Source: an optimization exercise on an open RTL-to-GDS flow (aim: small area). Production flows keep margins and buffers that such runs may drop. The RTL was checked by simulation tests, not by an equivalence proof against the original design. No activity file was given, so power comes from the tool's default toggle rates.

Design MAC, start of the top module:
module MAC
    (
    input                                   clk     ,
    input                                   rst_n   ,
    output                                  MACMUX_Val,
    output reg [4    -1 : 0] MACMUX_Addr,
    output reg[ 32            -1 : 0] MACMUX_Psum,
    input                                   MUXMAC_Rdy,
    output                                  MACMUX_Empty,
    output                                  MACARB_ReqHelp,
    input                                   ARBMAC_Rst,
    input [ 2                       -1 : 0] PEBMAC_WeiCol,
    input [(
(8192*4*16*16/32) <= (1<<0) ? 0 : (8192*4*16*16/32) <= (1<<1) ? 1 :
(8192*4*16*16/32) <= (1<<2) ? 2 : (8192*4*16*16/32) <= (1<<3) ? 3 :
(8192*4*16*16/32) <= (1<<4) ? 4 : (8192*4*16*16/32) <= (1<<5) ? 5 :
(8192*4*16*16/32) <= (1<<6) ? 6 : (8192*4*16*16/32) <= (1<<7) ? 7 :
(8192*4*16*16/32) <= (1<<8) ? 8 : (8192*4*16*16/32) <= (1<<9) ? 9 :
(8192*4*16*16/32) <= (1<<10) ? 10 : (8192*4*16*16/32) <= (1<<11) ? 11 :
(8192*4*16*16/32) <= (1<<12) ? 12 : (8192*4*16*16/32) <= (1<<13) ? 13 :
(8192*4*16*16/32) <= (1<<14) ? 14 : (8192*4*16*16/32) <= (1<<15) ? 15 :
(8192*4*16*16/32) <= (1<<16) ? 16 : (8192*4*16*16/32) <= (1<<17) ? 17 :
(8192*4*16*16/32) <= (1<<18) ? 18 : (8192*4*16*16/32) <= (1<<19) ? 19 :
(8192*4*16*16/32) <= (1<<20) ? 20 : (8192*4*16*16/32) <= (1<<21) ? 21 :
(8192*4*16*16/32) <= (1<<22) ? 22 : (8192*4*16*16/32) <= (1<<23) ? 23 :
(8192*4*16*16/32) <= (1<<24) ? 24 : (8192*4*16*16/32) <= (1<<25) ? 25 :
(8192*4*16*16/32) <= (1<<26) ? 26 : (8192*4*16*16/32) <= (1<<27) ? 27 :
(8192*4*16*16/32) <= (1<<28) ? 28 : (8192*4*16*16/32) <= (1<<29) ? 29 :
(8192*4*16*16/32) <= (1<<30) ? 30 : (8192*4*16*16/32) <= (1<<31) ? 31 : 32)                        -1 : 0] AddrRowFlgAct,
    input [ (
(8192*4*16*16) <= (1<<0) ? 0 : (8192*4*16*16) <= (1<<1) ? 1 :
(8192*4*16*16) <= (1<<2) ? 2 : (8192*4*16*16) <= (1<<3) ? 3 :
(8192*4*16*16) <= (1<<4) ? 4 : (8192*4*16*16) <= (1<<5) ? 5 :
(8192*4*16*16) <= (1<<6) ? 6 : (8192*4*16*16) <= (1<<7) ? 7 :
(8192*4*16*16) <= (1<<8) ? 8 : (8192*4*16*16) <= (1<<9) ? 9 :
  ...
Size: about 1300 cells after synthesis, ~12000 µm² of cells after synthesis.
Settings: LEC_CHECK=0, ABC_AREA=1, CAP_MARGIN=20, CORE_MARGIN=2, CORE_UTILIZATION=40, CTS_BUF_LIST=sky130_fd_sc_hd__clkbuf_8, PLACE_DENSITY=0.6, SLEW_MARGIN=20, SYNTH_HIERARCHICAL=1, SYNTH_MINIMUM_KEEP_SIZE=0; clock period 9.0 ns.
standard.sh (not shown) runs the stock make flow with config.mk's settings and CLKGATE_MAP_FILE= SYNTH_SCRIPT=/design/flow/synth_recipe.tcl, a recipe that flattens the netlist after the stock synthesis.
==> flow/flow/run.sh <==
#!/bin/bash
# Layout flow: the standard flow (standard.sh), with two changes.
# 1. After the standard synthesis, the combinational logic of the netlist is
#    mapped again by ABC for area (amap). Registers, full and half adders and
#    tie cells are kept as they are (same instances, names and cell types).
#    The new netlist is proven equivalent to the standard one with Yosys
#    (equiv_make / equiv_simple / equiv_induct); if that proof fails the
#    standard netlist is kept.
# 2. Port buffers are buf_1 cells.
# Each tool writes its full output to a log_*.log file in this folder.
set -euo pipefail
export BUFFER_PORTS_ARGS="-buffer_cell sky130_fd_sc_hd__buf_1"
export CTS_ARGS="-sink_clustering_enable -repair_clock_nets -buf_list sky130_fd_sc_hd__clkbuf_8 -dont_use_dummy_load"
YOSYS=$FLOW_HOME/../tools/install/yosys/bin/yosys
R=orfs/results/$FLOW_PLATFORM/MAC/base
LIB=$FLOW_HOME/platforms/$FLOW_PLATFORM/lib/sky130_fd_sc_hd__tt_025C_1v80.lib

bash standard.sh synth > log_1_standard_synth.log 2>&1
cp $R/1_2_yosys.v flow_standard.v

KEEP=$(grep -o 'sky130_fd_sc_hd__\(fa\|ha\|df\|edf\|sdf\|dl\|conb\)[a-z0-9_]*' flow_standard.v | sort -u | tr '\n' ' ')
DONT=$(grep -o 'cell *( *"\?sky130_fd_sc_hd__\(lpflow\|probe\)[a-z0-9_]*' $LIB | sed 's/.*(\s*"\?//' | sort -u | sed 's/^/-dont_use /' | tr '\n' ' ')
printf 'strash\ndch -f\namap\n' > remap.abc
cat > remap.ys <<EOF
read_liberty -ignore_miss_func $LIB
read_verilog flow_standard.v
hierarchy -top $FLOW_TOP
setattr -mod -set keep_hierarchy 1 $KEEP
flatten
opt_clean
abc -liberty $LIB -script remap.abc $DONT
opt_clean -purge
hilomap -singleton -hicell sky130_fd_sc_hd__conb_1 HI -locell sky130_fd_sc_hd__conb_1 LO
insbuf -buf sky130_fd_sc_hd__buf_1 A X
splitnets
opt_clean -purge
stat -liberty $LIB
write_verilog -noattr -noexpr -nohex -nodec -selected flow_remap_all.v
EOF
$YOSYS -l log_2_remap.log -q -s remap.ys > /dev/null 2>&1
awk -v top="$FLOW_TOP" '$1=="module" && $2 ~ "^"top"[ (]*" {on=1} on {print} on && /^endmodule/ {on=0}' flow_remap_all.v > flow_remap.v

cat > equiv.ys <<EOF
read_liberty -ignore_miss_func $LIB
read_verilog flow_standard.v
rename $FLOW_TOP gold
read_verilog flow_remap.v
rename $FLOW_TOP gate
flatten gold gate
async2sync
opt_clean
equiv_make gold gate equiv
equiv_simple -undef
equiv_induct -undef
equiv_status -assert
EOF
if $YOSYS -l log_3_equiv.log -q -s equiv.ys > /dev/null 2>&1; then
  echo "remapped netlist proven equivalent; using it"
  cp flow_remap.v $R/1_2_yosys.v
else
  echo "equivalence proof failed; keeping the standard netlist"
fi
touch $R/1_2_yosys.v
bash standard.sh synth > log_4_synth_odb.log 2>&1
bash standard.sh finish > log_5_finish.log 2>&1
==> next run, changes <==
--- a/flow/design.v
+++ b/flow/design.v
@@ -335,14 +335,15 @@
 wire next_state_req = state_req ? ~MAC_Empty : ARBMAC_Rst;
 always @(posedge clk or negedge rst_n) begin
     if (!rst_n) state_req <= 1'b0;
     else        state_req <= next_state_req;
 end
 assign MACARB_ReqHelp = ~rst_n | ~next_state_req;
-always @(posedge clk) begin
-    MAC_Empty <= (next_state == IDLE) & (state != IDLE);
+always @(posedge clk or negedge rst_n) begin
+    if (!rst_n) MAC_Empty <= 1'b0;
+    else        MAC_Empty <= (next_state == IDLE) & (state != IDLE);
 end
 wire [17:0] flg_inc;
 INCR #(.W(18)) u_inc_flg (.a(MAC_AddrFlgAct), .ci(MAC_Sta), .y(flg_inc));
 always @(posedge clk or negedge rst_n) begin
     if (!rst_n)          MAC_AddrFlgAct <= 0;
     else if (ARBMAC_Rst) MAC_AddrFlgAct <= AddrRowFlgAct;
@@ -411,23 +412,22 @@
 genvar i;
 generate
     for (i = 0; i < 32; i = i + 1) begin : g_s
         assign S[i+1] = S[i] | (ActFlag[i] & WeiFlag[i]);
     end
 endgenerate
-wire        wf   = state == WAITFLG;
-wire [31:0] keep = (S[31:0] | {32{~pipe}}) & {32{~wf}};
+wire [31:0] keep = (S[31:0] | {32{~pipe}}) & {32{~MAC_Sta}};
 wire [4:0]  Offset_Act, Offset_Wei;
 POPC32 u_pa (.x(ActFlag & ~S[31:0]), .y(Offset_Act));
 POPC32 u_pw (.x(WeiFlag & ~S[31:0]), .y(Offset_Wei));
 always @(posedge clk) begin
-    ActFlag <= ({32{wf}} & MAC_FlgAct) | (keep & ActFlag);
-    WeiFlag <= ({32{wf}} & MAC_FlgWei) | (keep & WeiFlag);
+    ActFlag <= ({32{MAC_Sta}} & MAC_FlgAct) | (keep & ActFlag);
+    WeiFlag <= ({32{MAC_Sta}} & MAC_FlgWei) | (keep & WeiFlag);
 end
 always @(posedge clk) begin
-    if (wf) begin
+    if (MAC_Sta) begin
         MACAW_ValOffset <= 1'b0;
         MAC_Fnh         <= 1'b0;
     end else if (pipe) begin
         MACAW_ValOffset <= (|ActFlag) | (|WeiFlag);
         MAC_Fnh         <= ~S[32];
     end
What happened: Worst hold slack is about the same. Setup slack got worse by 0.11 ns. Critical path depth shrinks by 3. Total power grows by a little under a tenth. Count of clock-buffer cells in the layout stays the same. Via count grows slightly. Sequential power hardly moves. Design area grows slightly. Clock power shrinks slightly. Wire length grows by a few percent. Fmax shrinks slightly. First-iteration DRC count shrinks by roughly a tenth.

port drivers added, routing unchanged:
In the flow no input, the clock included, has a driving cell. The finished layouts below were timed again as built, in two steps.
Step 1 sets driving cells, clkbuf_16 on the clock port and buf_2 on the other inputs (assumed; they add their load-dependent delay and slew).
Step 2, shift: input delay + t, output delay - t, t = (earliest + latest rising clock arrival at the registers) / 2. This alone moves slack from input paths to output paths.
Three values: no drivers, after step 1, after step 2; two values: the first two.
run	shift t [ns]	setup WS [ns]	worst hold slack (ns)	worst setup path after step 2	worst data-port slew with drivers (ns)
the first run	0.510	0.447 / 0.466 / -0.043	0.419 / 0.419 / 0.419	input to register	0.08
the second run	0.496	0.338 / 0.357 / -0.139	0.420 / 0.420 / 0.420	input to register	0.08
With both steps, setup timing fails in the first run and the second run, where it was met with ideal ports. The setup slack of the first run, which loses most, moves by +0.019 ns with the drivers and by -0.490 ns with both steps.
